From an optimization exercise on the open Yosys and OpenROAD flow, aimed at small area; shortcuts taken in it are not production practice.
Only simulation tests tie the RTL to the original design; equivalence was not proved.
Power figures rest on the tool's default switching activity, not on a simulated workload.

Setup of lane 1:
## sdrc_top
module sdrc_top 
           (
                   cfg_sdr_width       ,
                   cfg_colbits         ,
                    app_req        ,                   
                    app_req_addr   ,
                    app_req_len    ,
                    app_req_wr_n   ,
                    app_req_wrap   ,
                    app_req_ack    ,                  
                    app_wr_en_n    ,                   
                    app_wr_next_req,                   
                    app_rd_valid   ,                   
                    app_last_rd    ,                    
                    app_last_wr,
                    app_wr_data    ,
                    app_rd_data    ,
                    sdram_clk           ,
                    sdram_resetn        ,
                    sdr_cs_n            ,
                    sdr_cke             ,
                    sdr_ras_n           ,
                    sdr_cas_n           ,
                    sdr_we_n            ,
                    sdr_dqm             ,
                    sdr_ba              ,
                    sdr_addr            , 
                    pad_sdr_din         ,  
                    sdr_dout            ,  
                    sdr_den_n           ,  
                    sdr_init_done       ,
                    cfg_req_depth       ,	         
                    cfg_sdr_en          ,
                    cfg_sdr_mode_reg    ,
                    cfg_sdr_tras_d      ,
                    cfg_sdr_trp_d       ,
                    cfg_sdr_trcd_d      ,
                    cfg_sdr_cas         ,
                    cfg_sdr_trcar_d     ,
                    cfg_sdr_twr_d       ,
                    cfg_sdr_rfsh        ,
    	            cfg_sdr_rfmax
	    );
==> flow/config.mk <==
export PLATFORM = sky130hd
export DESIGN_NAME = sdrc_top
export DESIGN_NICKNAME = sdrc_top
export VERILOG_FILES = /design/flow/design.v
export SDC_FILE = /design/flow/constraint.sdc
export NUM_CORES = 4
export LEC_CHECK = 0
export ABC_AREA = 1
export CAP_MARGIN = 20
export CORE_MARGIN = 2
export CORE_UTILIZATION = 66
export SLEW_MARGIN = 20
==> flow/constraint.sdc <==
create_clock -name core_clock -period 12.0 [get_ports {sdram_clk}]
set_input_delay 2.4000 -clock core_clock [delete_from_list [all_inputs] [get_ports {sdram_clk}]]
set_output_delay 2.4000 -clock core_clock [all_outputs]
set_load 0.01 [all_outputs]
standard.sh (not shown) runs the stock make flow with config.mk's settings and CLKGATE_MAP_FILE= SYNTH_SCRIPT=/design/flow/synth_recipe.tcl, a recipe that flattens the netlist after the stock synthesis.
==> flow/flow/run.sh <==
#!/bin/bash
# Own layout flow: the standard ORFS layout (standard.sh), with
#  - synthesis by flow/synth.tcl: the standard synthesis script, except that
#    ABC maps the combinational logic with flow/abc_area.script, and adders
#    are left to ABC too (ADDER_MAP_FILE empty: no half/full-adder cells);
#  - every input and output port buffered with sky130_fd_sc_hd__buf_1;
#  - the clock tree built from sky130_fd_sc_hd__clkbuf_4 in sink clusters of
#    up to 10 flip-flops within 40 um, without dummy loads;
#  - power recovery (RECOVER_POWER 100) after global routing, which sizes
#    down gates that have slack to spare.
# make's full output goes to flow_make.log; ORFS keeps each step's own log
# under orfs/logs/.
set -euo pipefail
W=$(pwd)
export OWN_ABC_SCRIPT=$W/flow/abc_area.script
bash standard.sh \
  SYNTH_SCRIPT=$W/flow/synth.tcl \
  ADDER_MAP_FILE= \
  "BUFFER_PORTS_ARGS=-buffer_cell sky130_fd_sc_hd__buf_1" \
  "CTS_ARGS=-sink_clustering_enable -repair_clock_nets -dont_use_dummy_load -buf_list sky130_fd_sc_hd__clkbuf_4 -sink_clustering_size 10 -sink_clustering_max_diameter 40" \
  RECOVER_POWER=100 \
  finish > $W/flow_make.log 2>&1
grep -q "own flow abc" $W/orfs/logs/*/sdrc_top/base/1_2_yosys.log
test -s $W/out/final.def
==> flow/flow/abc_area.script <==
strash
&get -n
&fraig -x
&put
scorr
dc2
strash
dch -f
dc2
strash
&get -n
&dch -f
&nf -R 1000
&put
strash
&get -n
&dch -f
&nf -R 1000
&put
strash
&get -n
&dch -f
&nf -R 1000
&put
==> flow/flow/synth.tcl <==
# The standard synthesis (synth_recipe.tcl), except that ABC maps the
# combinational logic with flow/abc_area.script (an area-oriented &nf
# mapping) instead of ORFS's abc script. Registers are mapped before ABC
# runs, so they keep the standard synthesis's cells and names.
proc synth {args} { yosys synth -nofsm -noshare {*}$args }
proc abc {args} {
  set newargs {}
  set skip 0
  foreach a $args {
    if {$skip} { set skip 0; lappend newargs $::env(OWN_ABC_SCRIPT); continue }
    if {$a eq "-script"} { set skip 1 }
    lappend newargs $a
  }
  puts "own flow abc: $newargs"
  yosys abc {*}$newargs
}
source $::env(SCRIPTS_DIR)/synth.tcl
# left out here: clear keep_hierarchy, flatten, clean up, hide names made inside functions, write 1_2_yosys.v
[lane 1] flow finished | final checks: failed | reasons: capacitance limit, slew limit
Here is what was changed in the inputs of lane 2 compared with lane 1.
- CORE_UTILIZATION now 60, was 66
-- flow/flow/run.sh --
<<< lane 1, line 7
#  - the clock tree built from sky130_fd_sc_hd__clkbuf_4 in sink clusters of
#    up to 10 flip-flops within 40 um, without dummy loads;
#  - power recovery (RECOVER_POWER 100) after global routing, which sizes
#    down gates that have slack to spare.
>>> lane 2, line 7
#  - the clock tree built from sky130_fd_sc_hd__clkbuf_8 in sink clusters of
#    up to 16 flip-flops within 50 um, without dummy loads.
<<< lane 1, line 20
  "CTS_ARGS=-sink_clustering_enable -repair_clock_nets -dont_use_dummy_load -buf_list sky130_fd_sc_hd__clkbuf_4 -sink_clustering_size 10 -sink_clustering_max_diameter 40" \
  RECOVER_POWER=100 \
>>> lane 2, line 18
  "CTS_ARGS=-sink_clustering_enable -repair_clock_nets -dont_use_dummy_load -buf_list sky130_fd_sc_hd__clkbuf_8 -sink_clustering_size 16 -sink_clustering_max_diameter 50" \
==> comparison <==
Lane 2: all stages complete, timing, DRC and antenna checks passed
Comparing setup skew after layout for lane 2 and lane 1, the bigger number came from lane 1.
Diff lane 2..lane 1 | combinational power | negligible
On data required time of the critical path, lane 2 tracks lane 1 almost exactly.
Re number of clock buffers in the layout: lane 2 and lane 1 aren't equal, and the lower value belongs to lane 2.
Delta (lane 2 minus lane 1): non-clock buffer count now smaller; routed wire length now sits lower.
Area enclosed by the die boundary: lane 2 vs lane 1 up 9.8%
Relative to lane 2, the following input files were edited for lane 3:
-- flow/flow/run.sh --
<<< lane 2, line 4
#    ABC maps the combinational logic with flow/abc_area.script, and adders
#    are left to ABC too (ADDER_MAP_FILE empty: no half/full-adder cells);
>>> lane 3, line 4
#    ABC maps the combinational logic with flow/abc_area.script;
<<< lane 2, line 16
  ADDER_MAP_FILE= \
>>> lane 3, line 15
Findings:
- Lane 3 against lane 2: total design power shows an increase of about 11%; layout-stage area growth over the synthesis result shows no meaningful change; final critical-path required period shows an increase of 36 ps.
- Compared to lane 2, the router laid down less metal wire for lane 3.
- Lane 3 against lane 2: die area increased 1500 sq um, highest achievable clock rate decreased 0.29 MHz, total global-route track usage decreased 2.0 points, post-synthesis instance total increased about 1.5%.

========
Setup of the previous run:
Starting RTL as in the previous note.
export LEC_CHECK = 0
export ABC_AREA = 1
export CAP_MARGIN = 20
export CORE_MARGIN = 2
export CORE_UTILIZATION = 66
export SLEW_MARGIN = 20
create_clock -name core_clock -period 12.0 [get_ports {sdram_clk}]
==> flow/flow/run.sh <==
#!/bin/bash
# Own layout flow: the standard ORFS layout (standard.sh), with
#  - synthesis by flow/synth.tcl: the standard synthesis script, except that
#    ABC maps the combinational logic with flow/abc_area.script, and adders
#    are left to ABC too (ADDER_MAP_FILE empty: no half/full-adder cells);
#  - every input and output port buffered with sky130_fd_sc_hd__buf_1;
#  - the clock tree built from sky130_fd_sc_hd__clkbuf_4 in sink clusters of
#    up to 10 flip-flops within 40 um, without dummy loads.
# make's full output goes to flow_make.log; ORFS keeps each step's own log
# under orfs/logs/.
set -euo pipefail
W=$(pwd)
export OWN_ABC_SCRIPT=$W/flow/abc_area.script
bash standard.sh \
  SYNTH_SCRIPT=$W/flow/synth.tcl \
  ADDER_MAP_FILE= \
  "BUFFER_PORTS_ARGS=-buffer_cell sky130_fd_sc_hd__buf_1" \
  "CTS_ARGS=-sink_clustering_enable -repair_clock_nets -dont_use_dummy_load -buf_list sky130_fd_sc_hd__clkbuf_4 -sink_clustering_size 10 -sink_clustering_max_diameter 40" \
  finish > $W/flow_make.log 2>&1
grep -q "own flow abc" $W/orfs/logs/*/sdrc_top/base/1_2_yosys.log
test -s $W/out/final.def
Scripts as last shown in full above: flow/flow/abc_area.script, flow/flow/synth.tcl
The inputs of the current run differ from those of the previous run as listed below.
diff --git a/flow/flow/run.sh b/flow/flow/run.sh
--- a/flow/flow/run.sh
+++ b/flow/flow/run.sh
@@ -7,2 +7,2 @@
-#  - the clock tree built from sky130_fd_sc_hd__clkbuf_4 in sink clusters of
-#    up to 10 flip-flops within 40 um, without dummy loads.
+#  - the clock tree built from sky130_fd_sc_hd__clkbuf_8 in sink clusters of
+#    up to 16 flip-flops within 50 um, without dummy loads.
@@ -18 +18 @@
-  "CTS_ARGS=-sink_clustering_enable -repair_clock_nets -dont_use_dummy_load -buf_list sky130_fd_sc_hd__clkbuf_4 -sink_clustering_size 10 -sink_clustering_max_diameter 40" \
+  "CTS_ARGS=-sink_clustering_enable -repair_clock_nets -dont_use_dummy_load -buf_list sky130_fd_sc_hd__clkbuf_8 -sink_clustering_size 16 -sink_clustering_max_diameter 50" \
==> results.txt <==
Compared with the previous run, the current run shows a maximum vdd drop that is 3.4% lower.
Per the comparison of the current run with the previous run, part of the cycle the worst path needs saw a decrease, via count shows a reduction of about 1%, utilization went up 0.18 points.
The cell area of the previous run and that of the current run are within noise of each other.
Routed metal-1 wirelength: the current run vs the previous run, no meaningful difference
The previous run and the current run ended up with nearly the same total wire length.
Non-clock buffer count: the previous run vs the current run — no meaningful difference
Total track usage: the previous run vs the current run, no meaningful difference
The actual slew at the worst max-slew pin of the current run exceeds that of the previous run by 4.3 ps.

========
Another version of the RTL of sdrc_top (not shown whole).
Size in the first run: ~3400 cells after synthesis, about 400 I/O pins, roughly 0.027 mm^2 of cells after synthesis.
Settings: LEC_CHECK=0, ABC_AREA=1, CAP_MARGIN=20, CORE_MARGIN=2, CORE_UTILIZATION=40, SLEW_MARGIN=20; clock period 12.0 ns.
run.sh (not shown) runs the stock make flow with config.mk's settings and CLKGATE_MAP_FILE= SYNTH_SCRIPT=/design/flow/synth_recipe.tcl, a recipe that flattens the netlist after the stock synthesis.
Stock flow here: none of the scripts above is used.
The starting point finished with timing, DRC and antenna clean.
Change:
==> flow/flow/run.sh (new file) <==
#!/bin/bash
# Own layout flow: the standard ORFS layout (standard.sh), with
#  - synthesis by flow/synth.tcl: the standard synthesis script with an
#    area-oriented ABC script for the combinational logic;
#  - every input and output port buffered with sky130_fd_sc_hd__buf_1;
#  - clock tree built from sky130_fd_sc_hd__clkbuf_8 without dummy loads.
# make's full output goes to flow_make.log; ORFS keeps each step's log
# under orfs/logs/.
set -euo pipefail
W=$(pwd)
export OWN_ABC_SCRIPT=$W/flow/abc_area.script
bash standard.sh \
  SYNTH_SCRIPT=$W/flow/synth.tcl \
  "BUFFER_PORTS_ARGS=-buffer_cell sky130_fd_sc_hd__buf_1" \
  "CTS_ARGS=-sink_clustering_enable -repair_clock_nets -dont_use_dummy_load -buf_list sky130_fd_sc_hd__clkbuf_8" \
  finish > $W/flow_make.log 2>&1
grep -q "own flow abc" $W/orfs/logs/*/sdrc_top/base/1_2_yosys.log
test -s $W/out/final.def
==> flow/flow/abc_area.script (new file) <==
strash
&get -n
&fraig -x
&put
scorr
dc2
strash
&get -n
&dch -f
&nf -R 1000
&put
==> flow/flow/synth.tcl (new file) <==
# The standard synthesis (synth_recipe.tcl), except that ABC maps the
# combinational logic with flow/abc_area.script (an area-oriented &nf
# mapping) instead of ORFS's abc script. Registers are mapped before ABC
# runs, so they keep the standard synthesis's cells and names.
proc synth {args} { yosys synth -nofsm -noshare {*}$args }
proc abc {args} {
  set newargs {}
  set skip 0
  foreach a $args {
    if {$skip} { set skip 0; lappend newargs $::env(OWN_ABC_SCRIPT); continue }
    if {$a eq "-script"} { set skip 1 }
    lappend newargs $a
  }
  puts "own flow abc: $newargs"
  yosys abc {*}$newargs
}
source $::env(SCRIPTS_DIR)/synth.tcl
# left out here: clear keep_hierarchy, flatten, clean up, hide names made inside functions, write 1_2_yosys.v
==> flow/standard.sh (new file) <==
#!/bin/bash
# synth_recipe.tcl (not shown) runs the flow's synth.tcl, then flattens the netlist and writes it again
# the make line also repeats each setting of config.mk as NAME=value (left out here)
make -C /OpenROAD-flow-scripts/flow DESIGN_CONFIG=/design/flow/config.mk WORK_HOME=/design/flow/orfs CLKGATE_MAP_FILE= SYNTH_SCRIPT=/design/flow/synth_recipe.tcl "${@:-finish}"
removed: flow/run.sh
Via count falls by 8.1%. Flip-flop and latch count does not change. Die area falls by 7.1%. Global-route usage falls by 0.29 points. Core utilization falls by 3.8 points. Wire length falls by 8.2%. Clock power falls by 32%.

[port drivers added, routing unchanged]
In the flow no input, the clock included, has a driving cell. The finished layouts below were timed again as built, in two steps.
Step 1: set_driving_cell puts a clkbuf_16 on sdram_clk and a buf_2 on each other input, an assumption about the parent block.
Step 2, shift: input delay + t, output delay - t, t = (earliest + latest rising clock arrival at the registers) / 2. This alone moves slack from input paths to output paths.
Three values: ideal, step 1, step 2; two values: the first two.
| run | t (ns) | slack for setup (ns) | worst setup path after step 2 | pins driven straight from the clock port |
|---|---|---|---|---|
| lane 1 | 0.805 | 0.764 / 0.721 / 1.526 | register to output | 1 |
| lane 2 | 0.675 | 0.821 / 0.776 / 1.451 | register to output | 1 |
| lane 3 | 0.678 | 0.784 / 0.734 / 1.412 | register to output | 1 |
| the previous run | 0.816 | 0.738 / 0.695 / 1.511 | register to output | 1 |
| the current run | 0.678 | 0.826 / 0.785 / 1.463 | register to output | 1 |
| the first run of note 3 | 0.673 | 1.208 / 1.140 / 1.813 | register to output | 1 |
| the second run of note 3 | 0.723 | 0.693 / 0.629 / 1.352 | register to output | 1 |
